Background: an optimization exercise with open tools, aiming at small area, a short achievable clock period and few clock cycles per item. Do not read the settings as production practice.
The RTL was checked by simulation tests, not by an equivalence proof against the original design.

==> trial 50 <==
Design nr_div, start of the top module:
module nr_div (
    input rstn,
    input clk,
    input [23:0] d,
    input in_valid,
    output in_ready,
    output reg [23:0] out,
    output reg out_valid,
    input out_ready
);
    wire in_norm = d[23] ? ((d[22] == 1'b0 && d[21:8] != 14'd0) || d[22:8] == 15'h4000)
                         : d[22];
    wire acc = in_valid & in_ready;
    reg        v1, v2, v3, v4, v5, v6, v7, v8, v9;
    reg        f1, f2, f3, f4, f5, f6, f7, f8, f9;    
    reg        s1, s2, s3, s4, s5, s6, s7, s8, s9;
    reg [15:0] x1;
    reg [7:0]  dl1;
    reg [7:0]  ex2, ex3, ex4, ex5, ex6, ex7, ex8, ex9;
    reg [15:0] z2, z3, z4, z6, z7, zz8;
    reg        z2h;                      
    reg [1:0]  m2h;
    reg [13:0] mp2, mp3, mp4, mp5, mp6;
    reg [26:0] pa3_a, pa3_b;
    reg [11:0] ea4;
    reg [30:0] qb5_a, qb5_b;
    reg [21:0] pb7_a, pb7_b;
    reg [6:0]  eb8;
    reg [31:0] zc9_a, zc9_b;
    reg        sbusy;                    
    reg [2:0]  ph;                       
    reg [4:0]  cnt;
    reg [16:0] sZ, sB, sA;
    wire sdone = (ph == 3'd0);
    wire en = (!out_valid | out_ready) & !(v9 & f9 & !sdone);
    assign in_ready = (!out_valid | out_ready) & !sbusy;
    wire [15:0] m1 = x1 + {15'd0, s1};
    wire za_s1 = x1[0] ^ s1 ^ ~x1[4];
    wire za_c2 = (x1[0] & s1) | (x1[0] & ~x1[4]) | (s1 & ~x1[4]);
    wire za_s3 = x1[1] ^ ~x1[5] ^ x1[9];
    wire za_c4 = (x1[1] & ~x1[5]) | (x1[1] & x1[9]) | (~x1[5] & x1[9]);
    wire za_s5 = x1[2] ^ ~x1[6];
    wire za_c6 = x1[2] & ~x1[6];
    wire za_s7 = x1[3] ^ ~x1[7] ^ x1[11];
    wire za_c8 = (x1[3] & ~x1[7]) | (x1[3] & x1[11]) | (~x1[7] & x1[11]);
    wire za_s9 = ~x1[0] ^ ~s1 ^ x1[4];
    wire za_c10 = (~x1[0] & ~s1) | (~x1[0] & x1[4]) | (~s1 & x1[4]);
    wire za_s11 = ~x1[8] ^ x1[12];
    wire za_c12 = ~x1[8] & x1[12];
    wire za_s13 = ~x1[1] ^ x1[5] ^ ~x1[9];
    wire za_c14 = (~x1[1] & x1[5]) | (~x1[1] & ~x1[9]) | (x1[5] & ~x1[9]);
    wire za_s15 = x1[13] ^ 1'b1;
    wire za_c16 = x1[13] & 1'b1;
    wire za_s17 = ~x1[2] ^ x1[6] ^ ~x1[10];
    wire za_c18 = (~x1[2] & x1[6]) | (~x1[2] & ~x1[10]) | (x1[6] & ~x1[10]);
    wire za_s19 = ~x1[3] ^ x1[7];
    wire za_c20 = ~x1[3] & x1[7];
    wire za_s21 = ~x1[4] ^ x1[8];
  ...
==> flow/config.mk <==
export PLATFORM = sky130hd
export DESIGN_NAME = nr_div
export DESIGN_NICKNAME = nr_div
export VERILOG_FILES = /design/flow/design.v
export SDC_FILE = /design/flow/constraint.sdc
export NUM_CORES = 4
export LEC_CHECK = 0
export CAP_MARGIN = 20
export CORE_MARGIN = 2
export CORE_UTILIZATION = 40
export CTS_BUF_LIST = sky130_fd_sc_hd__clkbuf_8
export CTS_CLUSTER_SIZE = 30
export SETUP_SLACK_MARGIN = 4.0
export SLEW_MARGIN = 20
==> flow/constraint.sdc <==
create_clock -name core_clock -period 8.0 [get_ports {clk}]
set_input_delay 1.6000 -clock core_clock [delete_from_list [all_inputs] [get_ports {clk}]]
set_output_delay 1.6000 -clock core_clock [all_outputs]
set_load 0.01 [all_outputs]
standard.sh (not shown) runs the stock make flow with config.mk's settings and CLKGATE_MAP_FILE= SYNTH_SCRIPT=/design/flow/synth_recipe.tcl, a recipe that flattens the netlist after the stock synthesis.
==> flow/flow/run.sh <==
#!/bin/bash
# Standard layout, with one extra step between synthesis and floorplan:
# invopt.py re-polarises full and half adders so that the
# netlist needs fewer inverters around them.  Registers are untouched.
set -euo pipefail
R=orfs/results/${FLOW_PLATFORM}/nr_div/base
bash standard.sh synth > synth.log 2>&1
cp "$R/1_2_yosys.v" "$R/1_2_yosys.std.v"
python3 flow/invopt.py "$R/1_2_yosys.std.v" "$R/1_2_yosys.v" > invopt.log 2>&1
rm -f "$R/1_synth.odb" "$R/1_synth.sdc"
bash standard.sh > layout.log 2>&1
Other scripts of this flow, unchanged in this note and not shown: flow/flow/invopt.py
==> build 97: changes against trial 50 <==
--- a/flow/design.v
+++ b/flow/design.v
@@ -16,27 +16,34 @@
     reg        s1, s2, s3, s4, s5, s6, s7, s8, s9;
     reg [15:0] x1;
     reg [7:0]  dl1;
     reg [7:0]  ex2, ex3, ex4, ex5, ex6, ex7, ex8, ex9;
     reg [15:0] z2, z3, z4, z6, z7, zz8;
     reg        z2h;                      
     reg [1:0]  m2h;
     reg [13:0] mp2, mp3, mp4, mp5, mp6;
-    reg [26:0] pa3_a, pa3_b;
+    reg [26:8] pa3_a, pa3_b;
+    reg        pa3_c;
     reg [11:0] ea4;
-    reg [30:0] qb5_a, qb5_b;
-    reg [21:0] pb7_a, pb7_b;
+    reg [30:8] qb5_a, qb5_b;
+    reg        qb5_c;
+    reg [21:8] pb7_a, pb7_b;
+    reg        pb7_c;
     reg [6:0]  eb8;
-    reg [31:0] zc9_a, zc9_b;
+    reg [31:7] zc9_a, zc9_b;
+    reg        zc9_c;
     reg        sbusy;                    
     reg [2:0]  ph;                       
     reg [4:0]  cnt;
-    reg [16:0] sZ, sB, sA;
-    wire sdone = (ph == 3'd0);
+    wire [16:0] sZ = {mp3[0], z3};
+    wire [16:0] sB = {mp3[1], z4};
+    wire [16:0] sA = {mp3[4:2], mp4};
+    reg  [16:0] sZ_n, sB_n, sA_n;
+    wire sdone = (ph == 3'd5);
     wire en = (!out_valid | out_ready) & !(v9 & f9 & !sdone);
     assign in_ready = (!out_valid | out_ready) & !sbusy;
     wire [15:0] m1 = x1 + {15'd0, s1};
     wire za_s1 = x1[0] ^ s1 ^ ~x1[4];
     wire za_c2 = (x1[0] & s1) | (x1[0] & ~x1[4]) | (s1 & ~x1[4]);
     wire za_s3 = x1[1] ^ ~x1[5] ^ x1[9];
     wire za_c4 = (x1[1] & ~x1[5]) | (x1[1] & x1[9]) | (~x1[5] & x1[9]);
     wire za_s5 = x1[2] ^ ~x1[6];
@@ -590,17 +597,18 @@
     wire pa_s549 = pa_c496 ^ pa_s497 ^ pa_s443;
     wire pa_c550 = (pa_c496 & pa_s497) | (pa_c496 & pa_s443) | (pa_s497 & pa_s443);
     wire pa_s551 = pa_c498 ^ pa_s499 ^ pa_s447;
     wire pa_c552 = (pa_c498 & pa_s499) | (pa_c498 & pa_s447) | (pa_s499 & pa_s447);
     wire pa_s553 = pa_c500 ^ pa_s501 ^ pa_s451;
     wire pa_c554 = (pa_c500 & pa_s501) | (pa_c500 & pa_s451) | (pa_s501 & pa_s451);
     wire [26:0] pa_a = {pa_c552, pa_c550, pa_c548, pa_c546, pa_c544, pa_c542, pa_c540, pa_c538, pa_c536, pa_c534, pa_c532, pa_c530, pa_c528, pa_c526, pa_c524, pa_c522, pa_c520, pa_c518, pa_c516, pa_c514, pa_c512, pa_c510, pa_c508, pa_c506, pa_c504, pa_s503, (z2[0] & mp2[0])};
     wire [26:0] pa_b = {pa_s553, pa_s551, pa_s549, pa_s547, pa_s545, pa_s543, pa_s541, pa_s539, pa_s537, pa_s535, pa_s533, pa_s531, pa_s529, pa_s527, pa_s525, pa_s523, pa_s521, pa_s519, pa_s517, pa_s515, pa_s513, pa_s511, pa_s509, pa_s507, pa_s505, 1'b1, 1'b1};
-    wire [26:0] pa3 = pa3_a + pa3_b;
+    wire [8:0]  pa_lo = pa_a[7:0] + pa_b[7:0];    
+    wire [26:8] pa3 = pa3_a + pa3_b + {18'd0, pa3_c};
     wire [11:0] e1n = ~pa3[26:15];
     wire qb_s555 = (z4[9] & ea4[0]) ^ (z4[8] & ea4[1]);
     wire qb_c556 = (z4[9] & ea4[0]) & (z4[8] & ea4[1]);
     wire qb_s557 = (z4[10] & ea4[0]) ^ (z4[9] & ea4[1]) ^ (z4[8] & ea4[2]);
     wire qb_c558 = ((z4[10] & ea4[0]) & (z4[9] & ea4[1])) | ((z4[10] & ea4[0]) & (z4[8] & ea4[2])) | ((z4[9] & ea4[1]) & (z4[8] & ea4[2]));
     wire qb_s559 = (z4[7] & ea4[3]) ^ (z4[6] & ea4[4]);
     wire qb_c560 = (z4[7] & ea4[3]) & (z4[6] & ea4[4]);
     wire qb_s561 = (z4[11] & ea4[0]) ^ (z4[10] & ea4[1]) ^ (z4[9] & ea4[2]);
@@ -926,17 +934,18 @@
     wire qb_s881 = z4[13] ^ 1'b1;
     wire qb_c882 = z4[13] & 1'b1;
     wire qb_s883 = z4[14] ^ 1'b1;
     wire qb_c884 = z4[14] & 1'b1;
     wire qb_s885 = z4[15] ^ 1'b1;
     wire qb_c886 = z4[15] & 1'b1;
     wire [30:0] qb_a = {qb_c884, qb_c882, qb_c880, qb_c878, qb_c876, qb_c874, qb_c872, qb_c870, qb_c868, qb_c866, qb_c864, qb_c862, qb_c860, qb_c858, qb_c856, qb_c854, qb_c852, qb_c850, qb_c848, qb_c846, qb_c844, qb_c842, qb_c840, qb_c838, qb_c836, qb_c834, qb_c832, qb_c830, qb_s829, (z4[1] & ea4[0]), (z4[0] & ea4[0])};
     wire [30:0] qb_b = {qb_s885, qb_s883, qb_s881, qb_s879, qb_s877, qb_s875, qb_s873, qb_s871, qb_s869, qb_s867, qb_s865, qb_s863, qb_s861, qb_s859, qb_s857, qb_s855, qb_s853, qb_s851, qb_s849, qb_s847, qb_s845, qb_s843, qb_s841, qb_s839, qb_s837, qb_s835, qb_s833, qb_s831, (z4[0] & ea4[2]), (z4[0] & ea4[1]), 1'b0};
-    wire [30:0] qb5 = qb5_a + qb5_b;
+    wire [8:0]  qb_lo = qb_a[7:0] + qb_b[7:0];
+    wire [30:8] qb5 = qb5_a + qb5_b + {22'd0, qb5_c};
     wire pb_s887 = (z6[12] & mp6[0]) ^ (z6[11] & mp6[1]);
     wire pb_c888 = (z6[12] & mp6[0]) & (z6[11] & mp6[1]);
     wire pb_s889 = (z6[13] & mp6[0]) ^ (z6[12] & mp6[1]) ^ (z6[11] & mp6[2]);
     wire pb_c890 = ((z6[13] & mp6[0]) & (z6[12] & mp6[1])) | ((z6[13] & mp6[0]) & (z6[11] & mp6[2])) | ((z6[12] & mp6[1]) & (z6[11] & mp6[2]));
     wire pb_s891 = (z6[10] & mp6[3]) ^ (z6[9] & mp6[4]);
     wire pb_c892 = (z6[10] & mp6[3]) & (z6[9] & mp6[4]);
     wire pb_s893 = (z6[14] & mp6[0]) ^ (z6[13] & mp6[1]) ^ (z6[12] & mp6[2]);
     wire pb_c894 = ((z6[14] & mp6[0]) & (z6[13] & mp6[1])) | ((z6[14] & mp6[0]) & (z6[12] & mp6[2])) | ((z6[13] & mp6[1]) & (z6[12] & mp6[2]));
@@ -1305,17 +1314,18 @@
     wire pb_s1257 = pb_c1214 ^ pb_s1215 ^ pb_s1171;
     wire pb_c1258 = (pb_c1214 & pb_s1215) | (pb_c1214 & pb_s1171) | (pb_s1215 & pb_s1171);
     wire pb_s1259 = pb_c1216 ^ pb_s1217 ^ pb_s1175;
     wire pb_c1260 = (pb_c1216 & pb_s1217) | (pb_c1216 & pb_s1175) | (pb_s1217 & pb_s1175);
     wire pb_s1261 = pb_c1218 ^ pb_s1219 ^ pb_s1179;
     wire pb_c1262 = (pb_c1218 & pb_s1219) | (pb_c1218 & pb_s1179) | (pb_s1219 & pb_s1179);
     wire [21:0] pb_a = {pb_c1260, pb_c1258, pb_c1256, pb_c1254, pb_c1252, pb_c1250, pb_c1248, pb_c1246, pb_c1244, pb_c1242, pb_c1240, pb_c1238, pb_c1236, pb_c1234, pb_c1232, pb_c1230, pb_c1228, pb_c1226, pb_c1224, pb_c1222, pb_s1221, (z6[0] & mp6[0])};
     wire [21:0] pb_b = {pb_s1261, pb_s1259, pb_s1257, pb_s1255, pb_s1253, pb_s1251, pb_s1249, pb_s1247, pb_s1245, pb_s1243, pb_s1241, pb_s1239, pb_s1237, pb_s1235, pb_s1233, pb_s1231, pb_s1229, pb_s1227, pb_s1225, pb_s1223, 1'b1, 1'b1};
-    wire [21:0] pb7 = pb7_a + pb7_b;
+    wire [8:0]  pb_lo = pb_a[7:0] + pb_b[7:0];
+    wire [21:8] pb7 = pb7_a + pb7_b + {13'd0, pb7_c};
     wire [6:0]  e2n = ~pb7[21:15];
     wire zc_s1263 = (zz8[15] & eb8[0]) ^ (zz8[14] & eb8[1]);
     wire zc_c1264 = (zz8[15] & eb8[0]) & (zz8[14] & eb8[1]);
     wire zc_s1265 = (zz8[15] & eb8[1]) ^ (zz8[14] & eb8[2]);
     wire zc_c1266 = (zz8[15] & eb8[1]) & (zz8[14] & eb8[2]);
     wire zc_s1267 = (zz8[4] & eb8[0]) ^ (zz8[3] & eb8[1]);
     wire zc_c1268 = (zz8[4] & eb8[0]) & (zz8[3] & eb8[1]);
     wire zc_s1269 = (zz8[5] & eb8[0]) ^ (zz8[4] & eb8[1]) ^ (zz8[3] & eb8[2]);
@@ -1583,35 +1593,40 @@
     wire zc_s1531 = zz8[14] ^ 1'b1;
     wire zc_c1532 = zz8[14] & 1'b1;
     wire zc_s1533 = zz8[15] ^ 1'b1;
     wire zc_c1534 = zz8[15] & 1'b1;
     wire zc_s1535 = s8 ^ 1'b1;
     wire zc_c1536 = s8 & 1'b1;
     wire [31:0] zc_a = {zc_c1534, zc_c1532, zc_c1530, zc_c1528, zc_c1526, zc_c1524, zc_c1522, zc_c1520, zc_c1518, zc_c1516, zc_c1514, zc_c1512, zc_c1510, zc_c1508, zc_c1506, zc_c1504, zc_c1502, zc_c1500, zc_c1498, zc_c1496, zc_c1494, zc_c1492, zc_c1490, zc_c1488, zc_c1486, zc_c1484, zc_c1482, zc_c1480, zc_c1478, zc_c1476, zc_c1474, zc_s1473};
     wire [31:0] zc_b = {zc_s1535, zc_s1533, zc_s1531, zc_s1529, zc_s1527, zc_s1525, zc_s1523, zc_s1521, zc_s1519, zc_s1517, zc_s1515, zc_s1513, zc_s1511, zc_s1509, zc_s1507, zc_s1505, zc_s1503, zc_s1501, zc_s1499, zc_s1497, zc_s1495, zc_s1493, zc_s1491, zc_s1489, zc_s1487, zc_s1485, zc_s1483, zc_s1481, zc_s1479, zc_s1477, zc_s1475, 1'b1};
-    wire [31:0] zc9 = zc9_a + zc9_b;
+    wire [7:0]  zc_lo = zc_a[6:0] + zc_b[6:0];
+    wire [31:7] zc9 = zc9_a + zc9_b + {24'd0, zc9_c};
     wire [15:0] sm  = s9 ? (~sZ[16:1] + 16'd1) : sZ[16:1];
     wire [15:0] om  = f9 ? sm : zc9[31:16];
     wire [23:0] r9  = {om, ex9};
     always @(posedge clk) begin
         if (acc) begin
             s1 <= d[23]; x1 <= d[23:8] ^ {16{d[23]}}; dl1 <= d[7:0];
         end
     end
     always @(posedge clk) begin
         if (en) begin
             s2 <= s1; ex2 <= 8'd1 - dl1; z2 <= z1[15:0]; mp2 <= m1[13:0]; z2h <= z1[16]; m2h <= m1[15:14];
-            s3 <= s2; ex3 <= ex2; z3 <= z2; mp3 <= mp2; pa3_a <= pa_a; pa3_b <= pa_b;
+            s3 <= s2; ex3 <= ex2; z3 <= z2; mp3 <= mp2; pa3_a <= pa_a[26:8]; pa3_b <= pa_b[26:8]; pa3_c <= pa_lo[8];
             s4 <= s3; ex4 <= ex3; z4 <= z3; mp4 <= mp3; ea4 <= e1n;
-            s5 <= s4; ex5 <= ex4; mp5 <= mp4; qb5_a <= qb_a; qb5_b <= qb_b;
+            s5 <= s4; ex5 <= ex4; mp5 <= mp4; qb5_a <= qb_a[30:8]; qb5_b <= qb_b[30:8]; qb5_c <= qb_lo[8];
             s6 <= s5; ex6 <= ex5; z6 <= qb5[30:15]; mp6 <= mp5;
-            s7 <= s6; ex7 <= ex6; z7 <= z6; pb7_a <= pb_a; pb7_b <= pb_b;
+            s7 <= s6; ex7 <= ex6; z7 <= z6; pb7_a <= pb_a[21:8]; pb7_b <= pb_b[21:8]; pb7_c <= pb_lo[8];
             s8 <= s7; ex8 <= ex7; zz8 <= z7 ^ {16{s7}}; eb8 <= e2n;
-            s9 <= s8; ex9 <= ex8; zc9_a <= zc_a; zc9_b <= zc_b;
+            s9 <= s8; ex9 <= ex8; zc9_a <= zc_a[31:7]; zc9_b <= zc_b[31:7]; zc9_c <= zc_lo[7];
+        end else if (srun) begin
+            {mp3[0], z3} <= sZ_n;
+            {mp3[1], z4} <= sB_n;
+            {mp3[4:2], mp4} <= sA_n;
         end
     end
     wire push = en & v9;
     wire pop  = out_valid & out_ready;
     always @(posedge clk) begin
         if (!rstn) begin
             v1 <= 0; v2 <= 0; v3 <= 0; v4 <= 0; v5 <= 0; v6 <= 0; v7 <= 0; v8 <= 0; v9 <= 0;
             out_valid <= 0;
@@ -1627,48 +1642,43 @@
         end
     end
     always @(posedge clk) begin
         if (en) begin
             f1 <= !in_norm; f2 <= f1; f3 <= f2; f4 <= f3; f5 <= f4; f6 <= f5; f7 <= f6; f8 <= f7; f9 <= f8;
         end
         if (push) out <= r9;
     end
-    wire        sstart = en & v2 & f2;
+    wire        sstart = v9 & f9 & (ph == 3'd0);
+    wire        srun = sstart | (ph != 3'd0 && ph != 3'd5);
     wire [15:0] m2 = {m2h, mp2};
     wire [17:0] ssum = {1'b0, sA} + (sB[0] ? {1'b0, sZ} : 18'd0);
     wire [16:0] sH = {sA[14:0], sB[16:15]};
     wire [16:0] sT = (~sH + {16'd0, ~|sB[14:0]}) ^ 17'h10000;
+    always @(*) begin
+        sZ_n = sZ; sB_n = {ssum[0], sB[16:1]}; sA_n = ssum[17:1];
+        if (sstart) begin
+            sZ_n = {z2h, z2}; sB_n = {1'b0, m2}; sA_n = 17'd0;
+        end else if (cnt == 5'd17) begin
+            sA_n = 17'd0;
+            if (ph[0]) begin
+                sB_n = sT;
+            end else begin
+                sZ_n = sH;
+                sB_n = {1'b0, m2};
+            end
+        end
+    end
     always @(posedge clk) begin
         if (!rstn) begin
             ph <= 0;
             cnt <= 0;
         end else if (sstart) begin
             ph <= 1;
-        end else if (ph != 0 && cnt == 5'd17) begin
-            ph <= (ph == 3'd4) ? 3'd0 : ph + 3'd1;
-        end
-        if (rstn) begin
-            if (sstart) cnt <= 0;
-            else if (ph != 0) cnt <= (cnt == 5'd17) ? 5'd0 : cnt + 5'd1;
-        end
-    end
-    always @(posedge clk) begin
-        if (!rstn) begin
-            sA <= 0;                     
-        end else if (sstart) begin
-            sZ <= {z2h, z2}; sB <= {1'b0, m2}; sA <= 0;
-        end else if (ph != 0) begin
-            if (cnt == 5'd17) begin
-                sA <= 0;
-                if (ph[0]) begin
-                    sB <= sT;
-                end else begin
-                    sZ <= sH;
-                    sB <= {1'b0, m2};
-                end
-            end else begin
-                sA <= ssum[17:1];
-                sB <= {ssum[0], sB[16:1]};
-            end
+            cnt <= 0;
+        end else if (srun) begin
+            cnt <= (cnt == 5'd17) ? 5'd0 : cnt + 5'd1;
+            if (cnt == 5'd17) ph <= ph + 3'd1;
+        end else if (sdone & push) begin
+            ph <= 0;
         end
     end
 endmodule
Settings changed: CORE_UTILIZATION 40 to 60, CTS_BUF_LIST sky130_fd_sc_hd__clkbuf_8 to not set, CTS_CLUSTER_SIZE 30 to not set.
==> summary of the runs <==
Build 97 completed with no timing, DRC or antenna violations. Trial 50 finished with timing, DRC and antenna clean. Cell area: build 97 is lower than trial 50 (about 8%). Of build 97 and trial 50, build 97 has the higher critical path depth (gap 6). Between trial 50 and build 97, the lower worst setup slack is in build 97 (gap 0.034 ns). Against trial 50, the fmax of build 97 is lower by about 0.8%. In build 97 the cell count is smaller than in trial 50, by about 15%. In trial 50 the utilization is lower than in build 97, by 22 points.
==> figures <==
metric	trial 50	build 97
Total number of tap cells	1,488	931
Slew at the pin closest to its max-slew limit	0.983 ns	0.978 ns
Crit. path cell count	8	14
Wire length of the first global-routing pass	160,000 um	154,000 um
Number of non-clock inverters in the layout	234	231
Run status	complete, no violations	complete, no violations
Data arrival time of the critical path	4.50 ns	4.45 ns
Total vias in the final route	27.4k	26.7k
Average detailed-routed wire length per instance	17.6 um	20.4 um
CP Max Fanout	3	4
Die area	115,000 um^2	71,500 um^2
Final area over synthesized area	1.123x	1.117x
Fraction of standard cell area that is sequential	35.3%	32.0%
Testbench counts of trial 50, summed over its fixed seeds: cycles 2,128, items 2,048.
Testbench counts of build 97, summed over its fixed seeds: cycles 2,128, items 2,048.

what the ideal ports hide:
The results above use ideal ports. As a check the final layouts listed here were re-extracted and re-timed, cells and wires unchanged.
Step 1 (the two cells are an assumption about what drives the block):
set clk [get_ports {clk}]
set_driving_cell -lib_cell sky130_fd_sc_hd__clkbuf_16 $clk
set_driving_cell -lib_cell sky130_fd_sc_hd__buf_2 [delete_from_list [all_inputs] $clk]
Step 2 also shifts input and output timing later by t, the mid clock arrival at the registers, as if the neighbouring blocks saw the same clock.
Three values: ideal, step 1, step 2; two values: the first two.
run | t, ns | slack for setup (ns) | hold slack, ns | latest minus earliest clock arrival (ns)
trial 50 | 0.819 | 3.986 / 3.986 / 3.746 | 0.409 / 0.409 / 0.409 | 0.065 / 0.065
build 97 | 0.699 | 3.952 / 3.952 / 3.865 | 0.413 / 0.413 / 0.413 | 0.057 / 0.057
After both steps every run listed still meets setup and hold. The setup slack of trial 50, which loses most, moves by 0.000 ns with the drivers and by -0.240 ns with both steps.
